Background: an optimization exercise with open tools, aiming at small area. Do not read the settings as production practice.
Only simulation tests tie the RTL to the original design; equivalence was not proved.
Power and IR drop assume default switching activity.

run 1:
Design programmer, start of the top module:
module programmer (
	input 			sys_clk,
	input 			sys_nrst,
	input 			MISO,
	output			MOSI,
	output			SCK,
	output 			NSS,
	input [15:0] 	command,
	input 			out_fifo_empty,
	input [15:0]	out_fifo_rd_data,
	output			out_fifo_rd_en,
	output reg 		program_done,
	output reg 		verify_done,
	output reg 		program_error,
	output reg 		spi_violation_err,
	output reg 		spi_process_err
);
clock: 8.0 ns
lec_check: 0
abc_area: 1
cap_margin: 20
core_margin: 2
core_utilization: 70
cts_buf_list: sky130_fd_sc_hd__clkbuf_16
cts_cluster_diameter: 150
cts_cluster_size: 25
place_density: 0.8
slew_margin: 20
standard.sh (not shown) runs the stock make flow with config.mk's settings and CLKGATE_MAP_FILE= SYNTH_SCRIPT=/design/flow/synth_recipe.tcl, a recipe that flattens the netlist after the stock synthesis.
==> flow/flow/run.sh <==
#!/bin/bash
# The standard layout (standard.sh, with its standard synthesis) with
# these changes:
#  - after the standard synthesis, the logic between the registers is mapped
#    again for area by ABC (remap.ys / remap.abc); the registers are kept
#    as the standard synthesis made them (same instances, names, cell types);
#  - the input and output port buffers are the smallest buffer (buf_1);
#  - clock tree synthesis adds no dummy loads.
# Logs: standard_synth.log, remap.log, standard.log here; ORFS's own logs
# under orfs/logs.
set -euo pipefail
export BUFFER_PORTS_ARGS="-buffer_cell sky130_fd_sc_hd__buf_1"
export CTS_ARGS="-sink_clustering_enable -repair_clock_nets -sink_clustering_size 25 -sink_clustering_max_diameter 150 -buf_list sky130_fd_sc_hd__clkbuf_16 -dont_use_dummy_load"

bash standard.sh synth > standard_synth.log 2>&1

RES=orfs/results/${FLOW_PLATFORM}/programmer/base
LIB=${FLOW_HOME}/platforms/${FLOW_PLATFORM}/lib/sky130_fd_sc_hd__tt_025C_1v80.lib
YOSYS=yosys
if [ -x "${FLOW_HOME}/../tools/install/yosys/bin/yosys" ]; then
  YOSYS="${FLOW_HOME}/../tools/install/yosys/bin/yosys"
fi
DONTUSE=""
for c in $(sed -n '/^export DONT_USE_CELLS/,/^$/p' ${FLOW_HOME}/platforms/${FLOW_PLATFORM}/config.mk | tr -d '\\' | tr ' ' '\n' | grep '^sky130'); do
  DONTUSE="$DONTUSE -dont_use $c"
done
cp ${RES}/1_2_yosys.v standard_1_2_yosys.v
sed -e "s#LIBFILE#${LIB}#g" -e "s#NETLIST_IN#$(pwd)/standard_1_2_yosys.v#" \
    -e "s#NETLIST_OUT#$(pwd)/remapped_1_2_yosys.v#" -e "s#ABCSCRIPT#$(pwd)/flow/remap.abc#" \
    -e "s#DONTUSE#${DONTUSE}#" flow/remap.ys > remap_run.ys
"${YOSYS}" -s remap_run.ys > remap.log 2>&1
cp remapped_1_2_yosys.v ${RES}/1_2_yosys.v
touch ${RES}/1_2_yosys.v
rm -f ${RES}/1_synth.odb ${RES}/1_synth.sdc

bash standard.sh > standard.log 2>&1
==> flow/flow/remap.abc <==
strash
&get -n
&deepsyn -T 90
&put
strash
dch -f
amap
strash
dch -f
amap
strash
dch -f
amap
strash
dch -f
amap
strash
dch -f
amap
strash
dch -f
amap
strash
dch -f
amap
strash
dch -f
amap
strash
dch -f
amap
strash
dch -f
amap
topo
dnsize
==> flow/flow/remap.ys <==
# Re-map the standard synthesis's logic between its registers for area.
# The registers (dfxtp / edfxtp instances) are kept as they are, with their
# names and cell types; only the combinational cells are mapped again.
read_liberty -ignore_miss_func -ignore_miss_dir LIBFILE
read_verilog NETLIST_IN
hierarchy -top programmer
blackbox sky130_fd_sc_hd__dfxtp_1 sky130_fd_sc_hd__edfxtp_1
setattr -set keep 1 t:sky130_fd_sc_hd__dfxtp_1 t:sky130_fd_sc_hd__edfxtp_1
flatten
opt -purge
abc -liberty LIBFILE DONTUSE -script ABCSCRIPT
opt -purge
stat -liberty LIBFILE
write_verilog -noattr -nohex -nodec NETLIST_OUT
Looking at the reports, run 1 completed the entire flow and the layout it produced met the timing, DRC and antenna checks.
Input changes introduced in run 2 (baseline for comparison: run 1):
==> flow/flow/remap.abc <==
strash
dch -f
amap
strash
dch -f
amap
strash
dch -f
amap
strash
dch -f
amap
strash
dch -f
amap
strash
dch -f
amap
topo
dnsize
Results
What run 2 reported for via count has to be multiplied by 0.900 to get the figure for run 1. X dimension of the die sits higher in run 2 than in run 1. The final reports for run 2 and run 1 show starting density of the core higher in the former. Taking run 1 as the reference, in run 2 leakage dissipation rose 6.1%, total power of the final layout rose about 16%, highest attainable clock frequency fell about 2%, routed wire length rose 12%, worst-case setup margin in the final layout fell 0.13 ns. Measured against each other, run 1 and run 2 differ in logic depth of the worst setup path including buffers, the higher figure coming from run 1. Hold slack: higher on run 1. Going from run 1 to run 2, layout buffer count excluding clock buffers grows by 7.
The following lists how run 3 was set up differently from run 2:
-- flow/flow/remap.abc --
<<< run 2, line 1
strash
>>> run 3, line 1
strash
dch -f
amap
strash
dch -f
amap
strash
dch -f
amap
strash
dch -f
amap
strash
==> notes.md <==
Routed wire in run 3 totals less than in run 2.
The first-iteration DRC count of run 3 was superior to that of run 2.
Worst hold slack (higher): run 2
Run 2 → run 3: number of stages on the worst setup path picked up an extra 4.2%, power picked up an extra about 0.8%, peak clock frequency supported by timing went up 3.3 MHz, clock network fraction of total power went down.
Input changes introduced in run 4 (baseline for comparison: run 3):
==> flow/flow/run.sh <==
#!/bin/bash
# The standard layout (standard.sh, unchanged synthesis) with two changes:
#  - the input and output port buffers are the smallest buffer (buf_1);
#  - clock tree synthesis adds no dummy loads.
# Each tool's full output goes to the ORFS logs under orfs/logs; make's own
# output goes to standard.log here.
export BUFFER_PORTS_ARGS="-buffer_cell sky130_fd_sc_hd__buf_1"
export CTS_ARGS="-sink_clustering_enable -repair_clock_nets -sink_clustering_size 25 -sink_clustering_max_diameter 150 -buf_list sky130_fd_sc_hd__clkbuf_16 -dont_use_dummy_load"
bash standard.sh > standard.log 2>&1
removed: flow/flow/remap.abc
removed: flow/flow/remap.ys
Results
Timing endpoint of the critical path = sa[41]$_DFF_P_: run 4; timing endpoint of the critical path = spi_process_err$_SDFFE_PN0P_: run 3
Comparing run 4 and run 3, the higher portion of total power attributed to sequential cells is on run 3.
Run 3 → run 4: placed cell area increased by 12% relative to the old numbers, critical path depth decreased by 14 relative to the old numbers, ratio of cells with drive above 1 in the final layout increased by 1.9 points relative to the old numbers, die outline width increased by about 7% relative to the old numbers.
Critical path's slowest cell = sky130_fd_sc_hd__a2111oi_1: run 3; critical path's slowest cell = sky130_fd_sc_hd__a21oi_1: run 4
Summary of run 4 over run 3: first-pass GRT wire length +10%; combined area of all synthesized cells +about 16%; synthesized cell count +655; height of the die +about 7%.
For run 5, these inputs were changed with respect to run 4:
==> flow/flow/run.sh <==
#!/bin/bash
# The standard layout (standard.sh, with its standard synthesis) with
# these changes:
#  - after the standard synthesis, the logic between the registers is mapped
#    again for area by ABC (remap.ys / remap.abc); the registers are kept
#    as the standard synthesis made them (same instances, names, cell types);
#  - the input and output port buffers are the smallest buffer (buf_1);
#  - clock tree synthesis adds no dummy loads.
# Logs: standard_synth.log, remap.log, standard.log here; ORFS's own logs
# under orfs/logs.
set -euo pipefail
export BUFFER_PORTS_ARGS="-buffer_cell sky130_fd_sc_hd__buf_1"
export CTS_ARGS="-sink_clustering_enable -repair_clock_nets -sink_clustering_size 25 -sink_clustering_max_diameter 150 -buf_list sky130_fd_sc_hd__clkbuf_16 -dont_use_dummy_load"

bash standard.sh synth > standard_synth.log 2>&1

RES=orfs/results/${FLOW_PLATFORM}/programmer/base
LIB=${FLOW_HOME}/platforms/${FLOW_PLATFORM}/lib/sky130_fd_sc_hd__tt_025C_1v80.lib
YOSYS=yosys
if [ -x "${FLOW_HOME}/../tools/install/yosys/bin/yosys" ]; then
  YOSYS="${FLOW_HOME}/../tools/install/yosys/bin/yosys"
fi
DONTUSE=""
for c in $(sed -n '/^export DONT_USE_CELLS/,/^$/p' ${FLOW_HOME}/platforms/${FLOW_PLATFORM}/config.mk | tr -d '\\' | tr ' ' '\n' | grep '^sky130'); do
  DONTUSE="$DONTUSE -dont_use $c"
done
cp ${RES}/1_2_yosys.v standard_1_2_yosys.v
sed -e "s#LIBFILE#${LIB}#g" -e "s#NETLIST_IN#$(pwd)/standard_1_2_yosys.v#" \
    -e "s#NETLIST_OUT#$(pwd)/remapped_1_2_yosys.v#" -e "s#ABCSCRIPT#$(pwd)/flow/remap.abc#" \
    -e "s#DONTUSE#${DONTUSE}#" flow/remap.ys > remap_run.ys
"${YOSYS}" -s remap_run.ys > remap.log 2>&1
cp remapped_1_2_yosys.v ${RES}/1_2_yosys.v
touch ${RES}/1_2_yosys.v
rm -f ${RES}/1_synth.odb ${RES}/1_synth.sdc

bash standard.sh > standard.log 2>&1
==> flow/flow/remap.abc (new file) <==
strash
&get -n
&deepsyn -T 30
&put
strash
dch -f
amap
strash
dch -f
amap
strash
dch -f
amap
strash
dch -f
amap
strash
dch -f
amap
strash
dch -f
amap
strash
dch -f
amap
strash
dch -f
amap
strash
dch -f
amap
strash
dch -f
amap
topo
dnsize
==> flow/flow/remap.ys (new file) <==
# Re-map the standard synthesis's logic between its registers for area.
# The registers (dfxtp / edfxtp instances) are kept as they are, with their
# names and cell types; only the combinational cells are mapped again.
read_liberty -ignore_miss_func -ignore_miss_dir LIBFILE
read_verilog NETLIST_IN
hierarchy -top programmer
blackbox sky130_fd_sc_hd__dfxtp_1 sky130_fd_sc_hd__edfxtp_1
setattr -set keep 1 t:sky130_fd_sc_hd__dfxtp_1 t:sky130_fd_sc_hd__edfxtp_1
flatten
opt -purge
abc -liberty LIBFILE DONTUSE -script ABCSCRIPT
opt -purge
stat -liberty LIBFILE
write_verilog -noattr -nohex -nodec NETLIST_OUT
==> notes.md <==
- Run 4 finished every step from synthesis to the final layout, and the layout passed the timing, DRC and antenna checks.
- Run 5 completed every stage of the flow, and the final layout passed the timing, DRC and antenna checks.
- As far as count of pins on the block boundary goes, run 4 and run 5 are indistinguishable; the numbers are identical.
- Compared run 5 against run 4; areal power density over the cells within noise.
- The sum of net half-perimeters after detailed placement in run 5 is 0.79 times that in run 4.
- Comparing run 5 against run 4, there is no change at all in H-tree level count.
- Run 5 does better than run 4 on power spent charging and discharging nets.
- Total routed wire length on the met1 layer (run 5 / run 4): 0.80
- The number of standard-cell rows in the floorplan in run 5 sits 6 below the value recorded for run 4.
- Per the comparison of run 5 with run 4, clock period minus worst slack increased 1.63 ns; wire length of the first global-routing pass decreased about 16%; final cell count decreased 731.
- Looking at data arrival time at the worst-slack endpoint, run 5 sits 1.43 ns higher than run 4 does.

-- port drivers added, routing unchanged --
The results above use ideal ports. As a check the final layouts listed here were re-extracted and re-timed, cells and wires unchanged.
Step 1 (the two cells are an assumption about what drives the block):
set clk [get_ports {sys_clk}]
set_driving_cell -lib_cell sky130_fd_sc_hd__clkbuf_16 $clk
set_driving_cell -lib_cell sky130_fd_sc_hd__buf_2 [delete_from_list [all_inputs] $clk]
Step 2, shift: input delay + t, output delay - t, t = (earliest + latest rising clock arrival at the registers) / 2. This alone moves slack from input paths to output paths.
a / b / c = ideal / step 1 / step 2; a / b = the first two.
run	t, ns	slack for setup (ns)	latest minus earliest clock arrival (ns)	worst register clock-pin slew, ns	worst slew at a driven data input, ns
run 1	0.599	1.608 / 1.608 / 1.608	0.059 / 0.059	0.11 / 0.11	0.04
run 2	0.603	1.480 / 1.480 / 1.480	0.075 / 0.074	0.11 / 0.11	0.04
run 3	0.597	1.616 / 1.616 / 1.616	0.070 / 0.070	0.11 / 0.11	0.04
run 4	0.609	3.197 / 3.226 / 2.617	0.061 / 0.061	0.10 / 0.10	0.04
run 5	0.600	1.564 / 1.564 / 1.564	0.072 / 0.072	0.11 / 0.11	0.03
After both steps setup and hold are still met in every run listed. The setup slack of run 4, which loses most, moves by +0.029 ns with the drivers and by -0.580 ns with both steps.
